From an optimization exercise on the open Yosys and OpenROAD flow, aimed at small area and a short achievable clock period; shortcuts taken in it are not production practice. At most, simulation tests tie the RTL to the original design; equivalence was not proved. No functional check of the RTL was part of run 2.

## flow/design.v (module list and top-level ports; edited modules follow where they fit)
// module part2: 995 lines
module part2 (
    clear,
    clock,
    digit,
    digit_valid,
    end_of_line,
    total,
    line_result
);
  // ...
==> flow/flow/run.sh <==
#!/bin/bash
# The standard layout (standard.sh), with these changes:
#  - synthesis leaves adders to ABC as plain gates (ADDER_MAP_FILE empty: no
#    full or half adder cells), so ABC can restructure the arithmetic;
#  - ABC's area script maps for a delay target (flow/abc_area.script) instead
#    of the unreachable default, so it can recover area off the critical paths;
set -euo pipefail
here=$(pwd)
rm -rf "$here/synth_scripts"
cp -r "$FLOW_HOME/scripts" "$here/synth_scripts"
cp "$here/flow/abc_area.script" "$here/synth_scripts/abc_area.script"
bash standard.sh ADDER_MAP_FILE= SCRIPTS_DIR="$here/synth_scripts" synth > synth.log 2>&1
export BUFFER_PORTS_ARGS="-buffer_cell sky130_fd_sc_hd__buf_2"
bash standard.sh ADDER_MAP_FILE= "BUFFER_PORTS_ARGS=$BUFFER_PORTS_ARGS" finish > layout.log 2>&1
==> flow/flow/abc_area.script <==
strash
dch
map -D 3000
topo
stime -c
buffer -c
upsize -c -D 3000
dnsize -c -D 3000
==> flow/standard.sh <==
#!/bin/bash
# synth_recipe.tcl (not shown) runs the flow's synth.tcl, then flattens the netlist and writes it again
# the make line also repeats each setting of config.mk as NAME=value (left out here)
make -C /OpenROAD-flow-scripts/flow DESIGN_CONFIG=/design/flow/config.mk WORK_HOME=/design/flow/orfs CLKGATE_MAP_FILE= SYNTH_SCRIPT=/design/flow/synth_recipe.tcl "${@:-finish}"
==> flow/config.mk <==
export PLATFORM = sky130hd
export DESIGN_NAME = part2
export DESIGN_NICKNAME = part2
export VERILOG_FILES = /design/flow/design.v
export SDC_FILE = /design/flow/constraint.sdc
export NUM_CORES = 4
export LEC_CHECK = 0
export ABC_AREA = 1
export CAP_MARGIN = 20
export CORE_MARGIN = 2
export CORE_UTILIZATION = 40
export CTS_BUF_LIST = sky130_fd_sc_hd__clkbuf_4 sky130_fd_sc_hd__clkbuf_8
export SETUP_SLACK_MARGIN = 2.2
export SLEW_MARGIN = 20
==> flow/constraint.sdc <==
create_clock -name core_clock -period 6.5 [get_ports {clock}]
set_input_delay 1.3000 -clock core_clock [delete_from_list [all_inputs] [get_ports {clock}]]
set_output_delay 1.3000 -clock core_clock [all_outputs]
set_load 0.01 [all_outputs]
==> metrics.cfg, run 1 <==
[critical_path]
end_kind=output port
required_ns=5.20
crit_start=lg[0]$_SDFFE_PP0P_
path_max_fanout=4

[die]
ioPinCount=120
row_count=73
tap-cell-count=525
start_util=0.4080

[global_route]
antenna_found_initial=0
grt_pass1_vias=14780

[yosys]
synth_xor_area_frac=0.1070
yosysWarnings=1
synth_top_family_by_area=simple AND/OR/NAND/NOR gates
yosysUniqueCellTypes=78
synth-edff-count=0

[finish]
drive_above_1_share=0.1354
multi_input_area_share=0.6276
buf_share=0.04147
largest_cell_class=multi-input gates
sh_seq_area=0.1885
n_fill_cell=4223

[drt]
met3WireLength_mm=2.217
drt_wl_total_mm=45.86
num_vias=16610
dr.pass1.iters=5

[run_status]
status=no timing/DRC/antenna violations

[sta]
setup_viol=0
setup_tns_ns=0
max_slew_margin=0.3497
fmax_mhz=249.6
holdWs_ns=0.4720
drv_slew=0
worst_pin_slew_ns=0.9754

[cts]
postCtsHoldBufs=0
cts.sinks=169
root_buffer=clkbuf_8
cts_max_path_buffers=2

[place]
io_buffers=111
gp_congestion=0.9602
dpl_cell_area_mm2=0.01713

==> run 2: changes to the inputs <==
--- a/flow/design.v
+++ b/flow/design.v
@@ -9,59 +9,247 @@
 );
     input clear;
     input clock;
     input [3:0] digit;
     input digit_valid;
     input end_of_line;
     output [63:0] total;
     output [47:0] line_result;
-    reg [47:0] x;        
+    reg [47:4] z;        
+    reg [3:0] x0;        
     reg [39:0] ls;       
     reg [3:0] lg;        
     reg [4:1] lp;        
     reg [63:0] tot;
     integer k;
-    wire [51:0] ext = {x, digit};    
     reg  [11:1] shr;     
-    wire [11:0] sh = {shr, shr[1] | (x[3:0] < digit)};
+    wire        sh0 = shr[1] | (x0 < digit);    
+    wire [3:0]  y0 = sh0 ? digit : x0;
+    wire [47:0] y = {z, y0};
     reg  [11:1] ysh;
     always @(*) begin
         ysh[11] = y[47:44] < y[43:40];
         for (k = 10; k >= 1; k = k - 1)
             ysh[k] = ysh[k + 1] | (y[4 * k +: 4] < y[4 * k - 4 +: 4]);
     end
-    reg  [47:0] y;       
+    reg  [47:4] zn;
     always @(*)
-        for (k = 0; k < 12; k = k + 1)
-            y[4 * k +: 4] = sh[k] ? ext[4 * k +: 4] : ext[4 * k + 4 +: 4];
-    reg [3:0] r0;    
-    always @(*) case (y[3:0]) 4'd0: r0 = 4'd0; 4'd1: r0 = 4'd1; 4'd2: r0 = 4'd2; 4'd3: r0 = 4'd3; 4'd4: r0 = 4'd4; 4'd5: r0 = 4'd5; 4'd6: r0 = 4'd6; 4'd7: r0 = 4'd7; 4'd8: r0 = 4'd8; 4'd9: r0 = 4'd9; 4'd10: r0 = 4'd8; 4'd11: r0 = 4'd9; 4'd12: r0 = 4'd8; 4'd13: r0 = 4'd9; 4'd14: r0 = 4'd8; 4'd15: r0 = 4'd9; endcase
-    reg [5:0] r1;    
-    always @(*) case (y[7:4]) 4'd0: r1 = 6'd0; 4'd1: r1 = 6'd5; 4'd2: r1 = 6'd10; 4'd3: r1 = 6'd15; 4'd4: r1 = 6'd20; 4'd5: r1 = 6'd25; 4'd6: r1 = 6'd30; 4'd7: r1 = 6'd35; 4'd8: r1 = 6'd40; 4'd9: r1 = 6'd45; 4'd10: r1 = 6'd40; 4'd11: r1 = 6'd45; 4'd12: r1 = 6'd40; 4'd13: r1 = 6'd45; 4'd14: r1 = 6'd40; 4'd15: r1 = 6'd45; endcase
-    reg [7:0] r2;    
-    always @(*) case (y[11:8]) 4'd0: r2 = 8'd0; 4'd1: r2 = 8'd25; 4'd2: r2 = 8'd50; 4'd3: r2 = 8'd75; 4'd4: r2 = 8'd100; 4'd5: r2 = 8'd125; 4'd6: r2 = 8'd150; 4'd7: r2 = 8'd175; 4'd8: r2 = 8'd200; 4'd9: r2 = 8'd225; 4'd10: r2 = 8'd200; 4'd11: r2 = 8'd225; 4'd12: r2 = 8'd200; 4'd13: r2 = 8'd225; 4'd14: r2 = 8'd200; 4'd15: r2 = 8'd225; endcase
-    reg [10:0] r3;    
-    always @(*) case (y[15:12]) 4'd0: r3 = 11'd0; 4'd1: r3 = 11'd125; 4'd2: r3 = 11'd250; 4'd3: r3 = 11'd375; 4'd4: r3 = 11'd500; 4'd5: r3 = 11'd625; 4'd6: r3 = 11'd750; 4'd7: r3 = 11'd875; 4'd8: r3 = 11'd1000; 4'd9: r3 = 11'd1125; 4'd10: r3 = 11'd1000; 4'd11: r3 = 11'd1125; 4'd12: r3 = 11'd1000; 4'd13: r3 = 11'd1125; 4'd14: r3 = 11'd1000; 4'd15: r3 = 11'd1125; endcase
-    reg [12:0] r4;    
-    always @(*) case (y[19:16]) 4'd0: r4 = 13'd0; 4'd1: r4 = 13'd625; 4'd2: r4 = 13'd1250; 4'd3: r4 = 13'd1875; 4'd4: r4 = 13'd2500; 4'd5: r4 = 13'd3125; 4'd6: r4 = 13'd3750; 4'd7: r4 = 13'd4375; 4'd8: r4 = 13'd5000; 4'd9: r4 = 13'd5625; 4'd10: r4 = 13'd5000; 4'd11: r4 = 13'd5625; 4'd12: r4 = 13'd5000; 4'd13: r4 = 13'd5625; 4'd14: r4 = 13'd5000; 4'd15: r4 = 13'd5625; endcase
-    reg [14:0] r5;    
-    always @(*) case (y[23:20]) 4'd0: r5 = 15'd0; 4'd1: r5 = 15'd3125; 4'd2: r5 = 15'd6250; 4'd3: r5 = 15'd9375; 4'd4: r5 = 15'd12500; 4'd5: r5 = 15'd15625; 4'd6: r5 = 15'd18750; 4'd7: r5 = 15'd21875; 4'd8: r5 = 15'd25000; 4'd9: r5 = 15'd28125; 4'd10: r5 = 15'd25000; 4'd11: r5 = 15'd28125; 4'd12: r5 = 15'd25000; 4'd13: r5 = 15'd28125; 4'd14: r5 = 15'd25000; 4'd15: r5 = 15'd28125; endcase
-    reg [17:0] r6;    
-    always @(*) case (y[27:24]) 4'd0: r6 = 18'd0; 4'd1: r6 = 18'd15625; 4'd2: r6 = 18'd31250; 4'd3: r6 = 18'd46875; 4'd4: r6 = 18'd62500; 4'd5: r6 = 18'd78125; 4'd6: r6 = 18'd93750; 4'd7: r6 = 18'd109375; 4'd8: r6 = 18'd125000; 4'd9: r6 = 18'd140625; 4'd10: r6 = 18'd125000; 4'd11: r6 = 18'd140625; 4'd12: r6 = 18'd125000; 4'd13: r6 = 18'd140625; 4'd14: r6 = 18'd125000; 4'd15: r6 = 18'd140625; endcase
-    reg [19:0] r7;    
-    always @(*) case (y[31:28]) 4'd0: r7 = 20'd0; 4'd1: r7 = 20'd78125; 4'd2: r7 = 20'd156250; 4'd3: r7 = 20'd234375; 4'd4: r7 = 20'd312500; 4'd5: r7 = 20'd390625; 4'd6: r7 = 20'd468750; 4'd7: r7 = 20'd546875; 4'd8: r7 = 20'd625000; 4'd9: r7 = 20'd703125; 4'd10: r7 = 20'd625000; 4'd11: r7 = 20'd703125; 4'd12: r7 = 20'd625000; 4'd13: r7 = 20'd703125; 4'd14: r7 = 20'd625000; 4'd15: r7 = 20'd703125; endcase
-    reg [21:0] r8;    
-    always @(*) case (y[35:32]) 4'd0: r8 = 22'd0; 4'd1: r8 = 22'd390625; 4'd2: r8 = 22'd781250; 4'd3: r8 = 22'd1171875; 4'd4: r8 = 22'd1562500; 4'd5: r8 = 22'd1953125; 4'd6: r8 = 22'd2343750; 4'd7: r8 = 22'd2734375; 4'd8: r8 = 22'd3125000; 4'd9: r8 = 22'd3515625; 4'd10: r8 = 22'd3125000; 4'd11: r8 = 22'd3515625; 4'd12: r8 = 22'd3125000; 4'd13: r8 = 22'd3515625; 4'd14: r8 = 22'd3125000; 4'd15: r8 = 22'd3515625; endcase
-    reg [24:0] r9;    
-    always @(*) case (y[39:36]) 4'd0: r9 = 25'd0; 4'd1: r9 = 25'd1953125; 4'd2: r9 = 25'd3906250; 4'd3: r9 = 25'd5859375; 4'd4: r9 = 25'd7812500; 4'd5: r9 = 25'd9765625; 4'd6: r9 = 25'd11718750; 4'd7: r9 = 25'd13671875; 4'd8: r9 = 25'd15625000; 4'd9: r9 = 25'd17578125; 4'd10: r9 = 25'd15625000; 4'd11: r9 = 25'd17578125; 4'd12: r9 = 25'd15625000; 4'd13: r9 = 25'd17578125; 4'd14: r9 = 25'd15625000; 4'd15: r9 = 25'd17578125; endcase
-    reg [26:0] r10;    
-    always @(*) case (y[43:40]) 4'd0: r10 = 27'd0; 4'd1: r10 = 27'd9765625; 4'd2: r10 = 27'd19531250; 4'd3: r10 = 27'd29296875; 4'd4: r10 = 27'd39062500; 4'd5: r10 = 27'd48828125; 4'd6: r10 = 27'd58593750; 4'd7: r10 = 27'd68359375; 4'd8: r10 = 27'd78125000; 4'd9: r10 = 27'd87890625; 4'd10: r10 = 27'd78125000; 4'd11: r10 = 27'd87890625; 4'd12: r10 = 27'd78125000; 4'd13: r10 = 27'd87890625; 4'd14: r10 = 27'd78125000; 4'd15: r10 = 27'd87890625; endcase
-    reg [28:0] r11;    
-    always @(*) case (y[47:44]) 4'd0: r11 = 29'd0; 4'd1: r11 = 29'd48828125; 4'd2: r11 = 29'd97656250; 4'd3: r11 = 29'd146484375; 4'd4: r11 = 29'd195312500; 4'd5: r11 = 29'd244140625; 4'd6: r11 = 29'd292968750; 4'd7: r11 = 29'd341796875; 4'd8: r11 = 29'd390625000; 4'd9: r11 = 29'd439453125; 4'd10: r11 = 29'd390625000; 4'd11: r11 = 29'd439453125; 4'd12: r11 = 29'd390625000; 4'd13: r11 = 29'd439453125; 4'd14: r11 = 29'd390625000; 4'd15: r11 = 29'd439453125; endcase
+        for (k = 1; k < 12; k = k + 1)
+            zn[4 * k +: 4] = ysh[k] ? y[4 * k - 4 +: 4] : y[4 * k +: 4];
+    wire [3:0] r0;    
+    assign r0[0] = (y[0]);
+    assign r0[1] = (y[1]);
+    assign r0[2] = (y[2]);
+    assign r0[3] = (y[3]);
+    wire [5:0] r1;    
+    assign r1[0] = (y[4]);
+    assign r1[1] = (y[5]);
+    assign r1[2] = (y[4] & ~y[6]) | (~y[4] & y[6]);
+    assign r1[3] = (~y[4] & y[5]) | (y[5] & ~y[6]) | (y[4] & ~y[5] & y[6]) | (y[7]);
+    assign r1[4] = (~y[4] & y[6]) | (~y[5] & y[6]);
+    assign r1[5] = (y[4] & y[5] & y[6]) | (y[7]);
+    wire [7:0] r2;    
+    assign r2[0] = (y[8]);
+    assign r2[1] = (y[9]);
+    assign r2[2] = (y[10]);
+    assign r2[3] = (y[8] & ~y[11]) | (~y[8] & y[11]);
+    assign r2[4] = (~y[8] & y[9]) | (y[8] & ~y[9] & ~y[11]);
+    assign r2[5] = (y[8] & y[10]) | (~y[9] & y[10]) | (~y[8] & y[9] & ~y[10]) | (y[8] & y[11]);
+    assign r2[6] = (~y[9] & y[10]) | (y[8] & y[9] & ~y[10]) | (y[11]);
+    assign r2[7] = (y[9] & y[10]) | (y[11]);
+    wire [10:0] r3;    
+    assign r3[0] = (y[12]);
+    assign r3[1] = (y[13]);
+    assign r3[2] = (y[12] & ~y[14]) | (~y[12] & y[14]);
+    assign r3[3] = (~y[12] & y[13]) | (y[13] & y[14]) | (~y[12] & y[15]) | (y[12] & ~y[13] & ~y[14] & ~y[15]);
+    assign r3[4] = (y[13] & ~y[14]) | (~y[13] & y[14]) | (y[12] & ~y[13] & ~y[15]);
+    assign r3[5] = (y[12]) | (y[13]) | (y[14]) | (y[15]);
+    assign r3[6] = (y[12]) | (y[13]) | (y[14]) | (y[15]);
+    assign r3[7] = (~y[12] & y[13]) | (~y[12] & y[14]) | (~y[12] & y[15]);
+    assign r3[8] = (y[12] & y[13]) | (~y[12] & ~y[13] & y[14]) | (~y[12] & y[15]);
+    assign r3[9] = (y[12] & y[14]) | (y[13] & y[14]) | (~y[12] & y[15]);
+    assign r3[10] = (y[12] & y[15]);
+    wire [12:0] r4;    
+    assign r4[0] = (y[16]);
+    assign r4[1] = (y[17]);
+    assign r4[2] = (y[18]);
+    assign r4[3] = (y[19]);
+    assign r4[4] = (y[16]);
+    assign r4[5] = (y[16] & ~y[17]) | (~y[16] & y[17]);
+    assign r4[6] = (y[16] & ~y[18]) | (y[17] & ~y[18]) | (~y[16] & ~y[17] & y[18]);
+    assign r4[7] = (~y[16] & y[17]) | (~y[16] & y[18]) | (y[19]);
+    assign r4[8] = (y[16] & y[17]) | (~y[16] & ~y[17] & y[18]) | (y[19]);
+    assign r4[9] = (~y[16] & y[17] & y[18]) | (~y[16] & y[19]) | (y[16] & ~y[18] & ~y[19]);
+    assign r4[10] = (~y[16] & y[17]) | (y[17] & ~y[18]) | (y[16] & ~y[17] & y[18]) | (y[16] & y[19]);
+    assign r4[11] = (~y[16] & y[18]) | (~y[17] & y[18]);
+    assign r4[12] = (y[16] & y[17] & y[18]) | (y[19]);
+    wire [14:0] r5;    
+    assign r5[0] = (y[20]);
+    assign r5[1] = (y[21]);
+    assign r5[2] = (y[20] & ~y[22]) | (~y[20] & y[22]);
+    assign r5[3] = (~y[20] & y[21]) | (y[21] & ~y[22]) | (y[20] & ~y[21] & y[22]) | (y[23]);
+    assign r5[4] = (y[20] & y[21]) | (y[20] & ~y[22]) | (~y[20] & y[22]);
+    assign r5[5] = (~y[20] & y[21]) | (y[21] & y[22]) | (~y[20] & y[23]) | (y[20] & ~y[21] & ~y[22] & ~y[23]);
+    assign r5[6] = (~y[20] & y[21] & ~y[22]) | (~y[20] & ~y[21] & y[22]) | (y[20] & y[21] & y[22]) | (y[20] & y[23]);
+    assign r5[7] = (y[20] & y[21] & ~y[22]) | (~y[20] & ~y[21] & y[22]) | (y[23]);
+    assign r5[8] = (y[20] & y[22]) | (y[21] & y[22]) | (y[23]);
+    assign r5[9] = 1'b0;
+    assign r5[10] = (y[20]);
+    assign r5[11] = (y[20] & ~y[21]) | (~y[20] & y[21]);
+    assign r5[12] = (y[20] & y[22]) | (~y[21] & y[22]) | (~y[20] & y[21] & ~y[22]);
+    assign r5[13] = (~y[21] & y[22]) | (y[20] & y[21] & ~y[22]) | (y[23]);
+    assign r5[14] = (y[21] & y[22]) | (y[23]);
+    wire [17:0] r6;    
+    assign r6[0] = (y[24]);
+    assign r6[1] = (y[25]);
+    assign r6[2] = (y[26]);
+    assign r6[3] = (y[24] & ~y[27]) | (~y[24] & y[27]);
+    assign r6[4] = (y[25]) | (y[24] & y[27]);
+    assign r6[5] = (y[26]);
+    assign r6[6] = (y[27]);
+    assign r6[7] = 1'b0;
+    assign r6[8] = (y[24]);
+    assign r6[9] = (y[25]);
+    assign r6[10] = (y[24] & ~y[26]) | (~y[24] & y[26]);
+    assign r6[11] = (~y[24] & y[25]) | (y[25] & y[26]) | (~y[24] & y[27]) | (y[24] & ~y[25] & ~y[26] & ~y[27]);
+    assign r6[12] = (y[25] & ~y[26]) | (~y[25] & y[26]) | (y[24] & ~y[25] & ~y[27]);
+    assign r6[13] = (y[24]) | (y[25]) | (y[26]) | (y[27]);
+    assign r6[14] = (~y[24] & y[25]) | (~y[24] & y[26]) | (~y[24] & y[27]);
+    assign r6[15] = (y[24] & y[25]) | (~y[24] & ~y[25] & y[26]) | (~y[24] & y[27]);
+    assign r6[16] = (y[24] & y[26]) | (y[25] & y[26]) | (~y[24] & y[27]);
+    assign r6[17] = (y[24] & y[27]);
+    wire [19:0] r7;    
+    assign r7[0] = (y[28]);
+    assign r7[1] = (y[29]);
+    assign r7[2] = (y[28] & ~y[30]) | (~y[28] & y[30]);
+    assign r7[3] = (~y[28] & y[29]) | (y[29] & y[30]) | (~y[28] & y[31]) | (y[28] & ~y[29] & ~y[30] & ~y[31]);
+    assign r7[4] = (~y[28] & y[29] & ~y[30]) | (~y[28] & ~y[29] & y[30]) | (y[28] & y[29] & y[30]) | (y[28] & y[31]);
+    assign r7[5] = (y[28] & y[30]) | (~y[29] & y[30]) | (~y[28] & y[31]) | (y[28] & ~y[29] & ~y[31]);
+    assign r7[6] = (~y[28] & y[29] & ~y[30]) | (y[28] & ~y[29] & y[30]) | (~y[28] & y[31]);
+    assign r7[7] = (~y[29] & y[30]) | (y[28] & y[29] & ~y[30]) | (y[28] & y[31]);
+    assign r7[8] = (~y[28] & y[29] & y[30]) | (~y[28] & y[31]) | (y[28] & ~y[29] & ~y[31]) | (y[28] & ~y[30] & ~y[31]);
+    assign r7[9] = (~y[28] & y[29]) | (y[29] & ~y[30]) | (y[28] & y[31]);
+    assign r7[10] = (~y[28] & y[30]) | (~y[29] & y[30]);
+    assign r7[11] = (y[28] & y[29] & y[30]) | (y[31]);
+    assign r7[12] = (y[28]);
+    assign r7[13] = (y[28] & ~y[29]) | (~y[28] & y[29]);
+    assign r7[14] = (y[28] & y[30]) | (~y[29] & y[30]) | (~y[28] & y[29] & ~y[30]);
+    assign r7[15] = (~y[29] & y[30]) | (y[28] & y[29] & ~y[30]) | (y[31]);
+    assign r7[16] = (~y[28] & y[29] & y[30]) | (~y[28] & y[31]) | (y[28] & ~y[29] & ~y[31]) | (y[28] & ~y[30] & ~y[31]);
+    assign r7[17] = (~y[28] & y[29]) | (y[29] & ~y[30]) | (y[28] & y[31]);
+    assign r7[18] = (~y[28] & y[30]) | (~y[29] & y[30]);
+    assign r7[19] = (y[28] & y[29] & y[30]) | (y[31]);
+    wire [21:0] r8;    
+    assign r8[0] = (y[32]);
+    assign r8[1] = (y[33]);
+    assign r8[2] = (y[34]);
+    assign r8[3] = (y[35]);
+    assign r8[4] = 1'b0;
+    assign r8[5] = (y[32]);
+    assign r8[6] = (y[32] & ~y[33]) | (~y[32] & y[33]);
+    assign r8[7] = (y[32] & ~y[34]) | (y[33] & ~y[34]) | (~y[32] & ~y[33] & y[34]);
+    assign r8[8] = (y[33]) | (y[34]) | (y[32] & ~y[35]) | (~y[32] & y[35]);
+    assign r8[9] = (~y[32] & y[33]) | (~y[32] & y[34]) | (~y[32] & y[35]);
+    assign r8[10] = (y[32] & ~y[33]) | (~y[33] & y[34]) | (y[35]);
+    assign r8[11] = (y[32] & y[34]) | (~y[32] & y[33] & ~y[34]) | (~y[32] & y[35]);
+    assign r8[12] = (~y[32] & ~y[33] & y[34]) | (y[32] & y[33] & y[34]) | (y[32] & ~y[33] & ~y[34] & ~y[35]);
+    assign r8[13] = (y[32] & y[33]) | (y[32] & ~y[34]) | (y[33] & ~y[34]) | (y[35]);
+    assign r8[14] = (~y[32] & y[34]) | (y[33] & ~y[34]) | (y[32] & ~y[33] & ~y[35]);
+    assign r8[15] = (y[32]) | (y[33]) | (y[34]) | (y[35]);
+    assign r8[16] = (y[32]) | (y[33]) | (y[34]) | (y[35]);
+    assign r8[17] = (~y[32] & y[33]) | (~y[32] & y[34]) | (~y[32] & y[35]);
+    assign r8[18] = (y[32] & ~y[33]) | (~y[33] & y[34]) | (y[35]);
+    assign r8[19] = (y[32] & y[34]) | (~y[32] & y[33] & ~y[34]) | (~y[32] & y[35]);
+    assign r8[20] = (~y[33] & y[34]) | (y[32] & y[33] & ~y[34]) | (y[32] & y[35]);
+    assign r8[21] = (y[33] & y[34]) | (y[35]);
+    wire [24:0] r9;    
+    assign r9[0] = (y[36]);
+    assign r9[1] = (y[37]);
+    assign r9[2] = (y[36] & ~y[38]) | (~y[36] & y[38]);
+    assign r9[3] = (~y[36] & y[37]) | (y[37] & ~y[38]) | (y[36] & ~y[37] & y[38]) | (y[39]);
+    assign r9[4] = (~y[36] & y[38]) | (~y[37] & y[38]);
+    assign r9[5] = (~y[36] & y[39]) | (y[36] & ~y[37] & ~y[39]) | (y[36] & ~y[38] & ~y[39]);
+    assign r9[6] = (~y[36] & y[37]) | (y[37] & y[38]) | (y[36] & ~y[37] & ~y[39]);
+    assign r9[7] = (y[36] & y[38]) | (~y[37] & y[38]) | (~y[36] & y[37] & ~y[38]) | (y[36] & y[39]);
+    assign r9[8] = (~y[36] & ~y[37] & y[38]) | (y[36] & y[37] & y[38]) | (~y[36] & y[39]) | (y[36] & ~y[37] & ~y[38] & ~y[39]);
+    assign r9[9] = (~y[36] & y[37] & ~y[38]) | (y[36] & ~y[37] & y[38]) | (~y[36] & y[39]);
+    assign r9[10] = (~y[36] & ~y[37] & y[38]) | (y[36] & y[37] & y[38]) | (y[36] & ~y[37] & ~y[38] & ~y[39]);
+    assign r9[11] = (y[36] & y[37]) | (y[36] & ~y[38]) | (y[37] & ~y[38]) | (y[39]);
+    assign r9[12] = (~y[36] & y[37]) | (~y[36] & y[38]) | (y[37] & y[38]) | (y[36] & y[39]);
+    assign r9[13] = (y[36] & y[37] & ~y[38]) | (~y[36] & ~y[37] & y[38]) | (y[39]);
+    assign r9[14] = (~y[36] & y[37] & y[38]) | (~y[36] & y[39]) | (y[36] & ~y[38] & ~y[39]);
+    assign r9[15] = (~y[36] & y[37]) | (y[37] & y[38]) | (y[36] & ~y[37] & ~y[38] & ~y[39]);
+    assign r9[16] = (y[37] & ~y[38]) | (~y[37] & y[38]) | (y[36] & ~y[37] & ~y[39]);
+    assign r9[17] = (~y[36] & y[37]) | (~y[36] & y[38]) | (~y[36] & y[39]);
+    assign r9[18] = (y[36] & ~y[37]) | (~y[37] & y[38]) | (y[39]);
+    assign r9[19] = (y[36] & ~y[38]) | (y[37] & ~y[38]) | (y[39]);
+    assign r9[20] = (y[37]) | (y[38]) | (y[36] & ~y[39]);
+    assign r9[21] = (~y[36] & y[37]) | (~y[36] & y[38]) | (~y[36] & y[39]);
+    assign r9[22] = (y[36] & y[37]) | (~y[36] & ~y[37] & y[38]) | (~y[36] & y[39]);
+    assign r9[23] = (y[36] & y[38]) | (y[37] & y[38]) | (~y[36] & y[39]);
+    assign r9[24] = (y[36] & y[39]);
+    wire [26:0] r10;    
+    assign r10[0] = (y[40]);
+    assign r10[1] = (y[41]);
+    assign r10[2] = (y[42]);
+    assign r10[3] = (y[40] & ~y[43]) | (~y[40] & y[43]);
+    assign r10[4] = (~y[40] & y[41]) | (y[40] & ~y[41] & ~y[43]);
+    assign r10[5] = (y[41] & ~y[42]) | (~y[40] & ~y[41] & y[42]) | (y[40] & ~y[42] & ~y[43]);
+    assign r10[6] = (y[40]) | (y[41]) | (y[42]) | (y[43]);
+    assign r10[7] = (y[40]) | (y[41]) | (y[42]) | (y[43]);
+    assign r10[8] = (~y[40] & y[41]) | (~y[40] & y[42]) | (~y[40] & y[43]);
+    assign r10[9] = (y[40] & ~y[41]) | (~y[41] & y[42]) | (y[43]);
+    assign r10[10] = (y[40] & y[42]) | (~y[40] & y[41] & ~y[42]) | (~y[40] & y[43]);
+    assign r10[11] = (~y[41] & y[42]) | (y[40] & y[41] & ~y[42]) | (y[40] & y[43]);
+    assign r10[12] = (y[41] & y[42]) | (y[43]);
+    assign r10[13] = 1'b0;
+    assign r10[14] = 1'b0;
+    assign r10[15] = 1'b0;
+    assign r10[16] = (y[40]);
+    assign r10[17] = (y[41]);
+    assign r10[18] = (y[40] & ~y[42]) | (~y[40] & y[42]);
+    assign r10[19] = (~y[40] & y[41]) | (y[41] & ~y[42]) | (y[40] & ~y[41] & y[42]) | (y[43]);
+    assign r10[20] = (y[40] & y[41]) | (y[40] & ~y[42]) | (~y[40] & y[42]);
+    assign r10[21] = (~y[40] & y[41]) | (y[41] & ~y[42]) | (y[40] & ~y[41] & y[42]) | (y[43]);
+    assign r10[22] = (~y[40] & y[42]) | (~y[41] & y[42]);
+    assign r10[23] = (~y[40] & y[43]) | (y[40] & ~y[41] & ~y[43]) | (y[40] & ~y[42] & ~y[43]);
+    assign r10[24] = (~y[40] & y[41]) | (y[41] & ~y[42]) | (y[40] & y[43]);
+    assign r10[25] = (~y[40] & y[42]) | (~y[41] & y[42]);
+    assign r10[26] = (y[40] & y[41] & y[42]) | (y[43]);
+    wire [28:0] r11;    
+    assign r11[0] = (y[44]);
+    assign r11[1] = (y[45]);
+    assign r11[2] = (y[44] & ~y[46]) | (~y[44] & y[46]);
+    assign r11[3] = (~y[44] & y[45]) | (y[45] & y[46]) | (~y[44] & y[47]) | (y[44] & ~y[45] & ~y[46] & ~y[47]);
+    assign r11[4] = (y[45] & ~y[46]) | (~y[45] & y[46]) | (y[44] & ~y[45] & ~y[47]);
+    assign r11[5] = (~y[44] & y[45]) | (~y[44] & y[46]) | (~y[44] & y[47]);
+    assign r11[6] = (y[44] & ~y[45]) | (~y[45] & y[46]) | (y[47]);
+    assign r11[7] = (y[44] & ~y[46]) | (y[45] & ~y[46]) | (y[47]);
+    assign r11[8] = (~y[44] & y[45]) | (~y[44] & y[46]) | (y[44] & y[47]);
+    assign r11[9] = (~y[45] & y[46]) | (~y[44] & y[47]) | (y[44] & ~y[45] & ~y[47]);
+    assign r11[10] = (y[44] & ~y[46]) | (y[45] & ~y[46]) | (y[47]);
+    assign r11[11] = (y[45]) | (y[46]) | (y[44] & ~y[47]);
+    assign r11[12] = (~y[44] & y[45]) | (~y[44] & y[46]) | (~y[44] & y[47]);
+    assign r11[13] = (y[44] & y[45]) | (~y[44] & ~y[45] & y[46]) | (~y[44] & y[47]);
+    assign r11[14] = (y[44] & y[46]) | (y[45] & y[46]) | (~y[44] & y[47]);
+    assign r11[15] = (y[44] & y[47]);
+    assign r11[16] = (y[44]);
+    assign r11[17] = (y[45]);
+    assign r11[18] = (y[46]);
+    assign r11[19] = (y[44] & ~y[47]) | (~y[44] & y[47]);
+    assign r11[20] = (y[45]) | (y[44] & y[47]);
+    assign r11[21] = (y[44] & ~y[46]) | (~y[44] & y[46]);
+    assign r11[22] = (~y[44] & y[45]) | (y[45] & y[46]) | (~y[44] & y[47]) | (y[44] & ~y[45] & ~y[46] & ~y[47]);
+    assign r11[23] = (y[45] & ~y[46]) | (~y[45] & y[46]) | (y[44] & ~y[45] & ~y[47]);
+    assign r11[24] = (~y[44] & y[45]) | (~y[44] & y[46]) | (~y[44] & y[47]);
+    assign r11[25] = (y[44] & ~y[45]) | (~y[45] & y[46]) | (y[47]);
+    assign r11[26] = (y[44] & y[46]) | (~y[44] & y[45] & ~y[46]) | (~y[44] & y[47]);
+    assign r11[27] = (~y[45] & y[46]) | (y[44] & y[45] & ~y[46]) | (y[44] & y[47]);
+    assign r11[28] = (y[45] & y[46]) | (y[47]);
     wire s1 = r2[6] ^ r3[5];
     wire c2 = r2[6] & r3[5];
     wire s3 = r2[7] ^ r3[6] ^ r4[5];
     wire c4 = (r2[7] & r3[6]) | (r2[7] & r4[5]) | (r3[6] & r4[5]);
     wire s5 = r5[4] ^ r6[3];
     wire c6 = r5[4] & r6[3];
     wire s7 = r3[7] ^ r4[6] ^ r5[5];
     wire c8 = (r3[7] & r4[6]) | (r3[7] & r5[5]) | (r4[6] & r5[5]);
@@ -968,23 +1156,25 @@
     wire tP897 = tP871 & tP893;
     wire tP898 = tP882 & tP893;
     wire tP899 = tP883 & tP893;
     wire tP900 = tP884 & tP893;
     wire tP901 = tP885 & tP893;
     wire [63:0] tsum = {(tot[63] ^ (tG809 & tP900)), (tot[62] ^ (tG809 & tP899)), (tot[61] ^ (tG809 & tP898)), (tot[60] ^ (tG809 & tP897)), (tot[59] ^ (tG809 & tP896)), (tot[58] ^ (tG809 & tP895)), (tot[57] ^ (tG809 & tP894)), (tot[56] ^ (tG809 & tP893)), (tot[55] ^ (tG809 & tP892)), (tot[54] ^ (tG809 & tP891)), (tot[53] ^ (tG809 & tP890)), (tot[52] ^ (tG809 & tP889)), (tot[51] ^ (tG809 & tP888)), (tot[50] ^ (tG809 & tP887)), (tot[49] ^ (tG809 & tP886)), (tot[48] ^ (tG809 & tP877)), (tot[47] ^ (tG809 & tP876)), (tot[46] ^ (tG809 & tP875)), (tot[45] ^ (tG809 & tP874)), (tot[44] ^ (tG809 & tP863)), (tot[43] ^ (tG809 & tP862)), (tot[42] ^ (tG809 & tP850)), (tot[41] ^ (tG809 & tot[40])), (tot[40] ^ tG809), ts849, ts848, ts847, ts846, ts845, ts844, ts843, ts842, ts841, ts840, ts839, ts838, ts837, ts836, ts835, ts834, ts833, ts832, ts831, ts830, ts829, ts828, ts827, ts826, ts825, ts824, ts823, ts822, ts821, ts820, ts819, ts818, ts817, ts816, ts815, ts814, ts813, ts812, ts811, tp532};
     always @(posedge clock) begin
         if (clear | end_of_line) begin
-            x  <= 48'd0;
+            z  <= 44'd0;
+            x0 <= 4'd0;
             shr <= 11'd0;
             ls <= 40'd0;
             lg <= 0;
             lp <= 0;
         end else if (digit_valid) begin
-            x  <= y;
+            z  <= zn;
+            x0 <= y0;
             shr <= ysh;
             ls <= ys;
             lg <= yg;
             lp <= yp;
         end
         if (clear)
             tot <= 64'd0;
         else if (end_of_line)
==> flow/flow/abc_area.script (replaced) <==
strash
dch -f
map -D 2500 -A 0.9
topo
stime -c
buffer -c
upsize -c -D 2500
dnsize -c -D 2500
==> flow/config.mk (replaced) <==
export PLATFORM = sky130hd
export DESIGN_NAME = part2
export DESIGN_NICKNAME = part2
export VERILOG_FILES = /design/flow/design.v
export SDC_FILE = /design/flow/constraint.sdc
export NUM_CORES = 4
export LEC_CHECK = 0
export ABC_AREA = 1
export CAP_MARGIN = 20
export CORE_MARGIN = 2
export CORE_UTILIZATION = 40
export SETUP_SLACK_MARGIN = 2.75
export SLEW_MARGIN = 20
==> run 2 against run 1 <==
  * Worst setup slack improved by 0.34 ns
  * Global-route usage barely moved
  * Critical path type unchanged
  * Still clean
  * Largest cell class unchanged
  * Die area fell by 4.1%
==> metrics.cfg, run 2 <==
[place]
gp_congestion=0.9391  ; -2.2%
hpwl_mm=34.13
io_buffers=111  ; unchanged

[critical_path]
required_ns=5.20  ; about the same
rr_startpoint=lg[0]$_SDFFE_PP0P_
path_class=reg2out
crit_chain=a21oi_4 -> o21ai_4 -> a21oi_2 -> inv_2 -> nand2_2 -> nor2_4 -> nand2_2 -> nor2_4 -> nand2_2 -> nor2_4 -> and2_4 -> xnor2_4 -> inv_1 -> buf_2
crit_path_top_delay_cell=dfxtp_4
rrSetupSlack_ns=2.93
path_max_fanout=4  ; unchanged
cp_top_family=simple AND/OR/NAND/NOR gates
crit_start=lg[0]$_SDFFE_PP0P_
cp.depth=14
cp-start-kind=flop
cp_data_arrival_time_ns=2.37
critical-path-max-stage-delay_ns=0.38
crit_end=line_result[39]
end_kind=output port
path_buf_inv=3
r2r_end=tot[45]$_SDFFE_PP0P_
r2r_cells=26

[yosys]
synth-edff-count=0  ; unchanged
avgSynthCellArea_um2=5.568
yosysMostFrequentCell=nand2_1
yosysSeqAreaShare=0.2040
synth.top_cell.area_share=0.2040
synth_seq_cells=159
syn-cell-area_mm2=0.01561
synth_ff_type=dfxtp_1
yosysWarnings=1  ; unchanged
yosysUniqueCellTypes=51  ; -35%
syn_inst=2803
async_reset_ff_frac=0
synth.top_cells.by_count=809 x nand2_1, 511 x nor2_1, 338 x inv_1, 200 x o21ai_0, 196 x a21oi_1
yosysTopAreaCell=dfxtp_1
synth_area_leaders=dfxtp_1 20%, nand2_1 19%, nor2_1 12%

[finish]
n_fill_cell=4117  ; -2.5%
regMostFlops=tot
reg_top3=tot (64), z (44), ls (40)
antenna_cells=0
final-seq-area_mm2=0.003261
drive_above_1_share=0.1365  ; +0.001045
num-nets-final=2905
syn2layout_area_growth_pct=14.12
multi_input_area_mm2=0.01104
largest_reg_flops=64
final_common_cell=nand2_1
layout_common_cells=797 x nand2_1, 481 x nor2_1, 330 x inv_1

[die]
die_height_um=201.5
dieArea_mm2=0.04061
ioPinCount=120  ; unchanged
die_w_um=201.5
core_mm2=0.03856
row_count=72  ; -1.4%
start_util=0.4048  ; -0.003224

[sta]
max_slew_margin=0.3421  ; -0.007622
fin_skew_ns=0.009692
setup_viol=0  ; unchanged
fin_crit_sh=0.5640
drv_slew=0  ; unchanged
fmax_mhz=272.8  ; +9.3%
worst_pin_slew_ns=0.9869  ; +0.01143 ns
finalCriticalPeriod_ns=3.666
setup_tns_ns=0  ; unchanged
rsz0062_at_grt=yes
hold_viol_final=0

[drt]
drt-initial-drc-count=1345
ant_nets=0
num_vias=16430  ; -1.1%
drt_wl_total_mm=43.77  ; -4.6%
post_drt_via_cell_ratio=4.794
drc=0
dr.pass1.iters=5  ; unchanged
wire_per_inst_um=12.77

[cts]
root_buffer=clkbuf_16
htreeDepth=4
cts_max_path_buffers=2  ; unchanged
postCtsHoldBufs=0  ; unchanged
cts_tree=done
clk_latency_ns=0.45
clk_pin_slew_ns=0.07
cts_buffers=17
cts.sinks=159  ; -5.9%

[run]
maxCapViolCount=0

[global_route]
antenna_found_initial=0  ; unchanged
overflow=0
grt_pass1_vias=14900  ; +0.81%
grt_first_pass_wirelength_mm=72.22
track_usage=0.2153
grt_max_degree=90

[run_status]
status=no timing/DRC/antenna violations

[worst_hold_path]
min_path_type=reg2reg

==> run 2: cell count changes after synthesis, moves of 25 or more <==
cell and delta:
a21oi_1 -38, nand2_1 +205, nor2_1 +52, o21ai_1 -25, or2_2 +26, xnor2_1 +29
==> run 2: worst register-to-register path: cells and delay by family (launching register included) <==
family | cells | cell delay, ns
compound gates | 4 | 0.63
xor+xnor | 1 | 0.15
buf+inv | 3 | 0.38
flops | 1 | 0.38
simple gates | 18 | 1.96
==> run 2: routing by layer <==
metal | track usage | vias up | routed length, µm
met4 | 0.06329 | 0 | 904
met5 | 0 | - | 0
met2 | 0.3506 | 370 | 19150
li1 | - | 8790 | -
met1 | 0.2955 | 7216 | 21500
met3 | 0.02996 | 54 | 2216
==> run 2: how the worst min path moves through the flow <==
stage,startpoint,depth (start not counted),endpoint,slack [ns]
2_1_floorplan,lp[1]$_SDFFE_PP0P_,2,lp[1]$_SDFFE_PP0P_,0.45
6_report,tot[55]$_SDFFE_PP0P_,2,tot[55]$_SDFFE_PP0P_,0.46
3_5_place_dp,tot[55]$_SDFFE_PP0P_,2,tot[55]$_SDFFE_PP0P_,0.45
5_1_grt,tot[55]$_SDFFE_PP0P_,2,tot[55]$_SDFFE_PP0P_,0.49
3_3_place_gp,tot[63]$_SDFFE_PP0P_,2,tot[63]$_SDFFE_PP0P_,0.45
4_1_cts,tot[55]$_SDFFE_PP0P_,2,tot[55]$_SDFFE_PP0P_,0.47
==> run 2: what timing repair did <==
| action | in CTS | in global routing |
|---|---|---|
| setup endpoints to repair | 24 | 67 |
| gates resized for setup | 20 | 137 |
| pin swaps | 2 | 34 |
| hold endpoints to repair | 0 | 0 |
| buffers inserted | 2 | 34 |
==> run 2: through the flow <==
| step | instance area (µm²) | instances | setup WS (ns) | util | hold slack [ns] |
|---|---|---|---|---|---|
| detailed placement | 16470 | 3360 | 2.325 | 0.4271 | 0.4547 |
| CTS | 17180 | 3393 | 2.695 | 0.4455 | 0.4655 |
| finish | 17810 | 3427 | 2.834 | 0.4619 | 0.4628 |
| floorplan | 15630 | 2810 | 2.813 | - | 0.4453 |
| global placement | 16470 | 3360 | 2.444 | 0.4271 | 0.4522 |
| global route | 17810 | 3427 | 2.678 | 0.4619 | 0.4934 |
==> run 2: final cells by class <==
type / count / area share
Tap cell: 518 / 0.03639
Clock buffer: 18 / 0.02466
Sequential cell: 159 / 0.1831
Multi-Input combinational cell: 2211 / 0.6197
Clock inverter: 13 / 0.01124
Timing Repair Buffer: 152 / 0.04897
Inverter: 356 / 0.07594
==> run 2: cell families (layout without fill, tap and decap cells) <==
family / count (synthesis) / in the layout / share of synthesized area
DFF: 159 / 159 / 0.2040
buffers and inverters: 440 / 539 / 0.1123
and+or+nand+nor: 1543 / 1543 / 0.4073
adders and majority gates: 2 / 2 / 0.001283
other: 1 / 8 / 0.0002403
xor gates and xnor gates: 223 / 223 / 0.1300
AOI/OAI and AO/OA: 435 / 435 / 0.1450

==> separate check: timing with driven ports <==
The flow's constraints put no driver on any port. The routed layouts listed below were extracted and timed again, unchanged, in two steps. Step 1 assumes that a clkbuf_16 drives the clock port and a buf_2 every other input. Step 2, shift: input delay + t, output delay - t, t = (earliest + latest rising clock arrival at the registers) / 2. This alone moves slack from input paths to output paths. Slacks: no drivers / after step 1 / after step 2; pairs: no drivers / after step 1.
run	t, ns	slack for setup (ns)	worst setup path at the end	latest minus earliest clock arrival (ns)	slew at the worst register clock pin (ns)
run 1	0.579	2.494 / 2.446 / 2.251	input to register	0.018 / 0.017	0.11 / 0.11
run 2	0.506	2.834 / 2.776 / 2.567	input to register	0.009 / 0.010	0.07 / 0.07
After both steps every run listed still meets setup and hold. For run 2, which loses most, drivers alone change the setup slack by -0.058 ns; drivers and shift together by -0.267 ns.
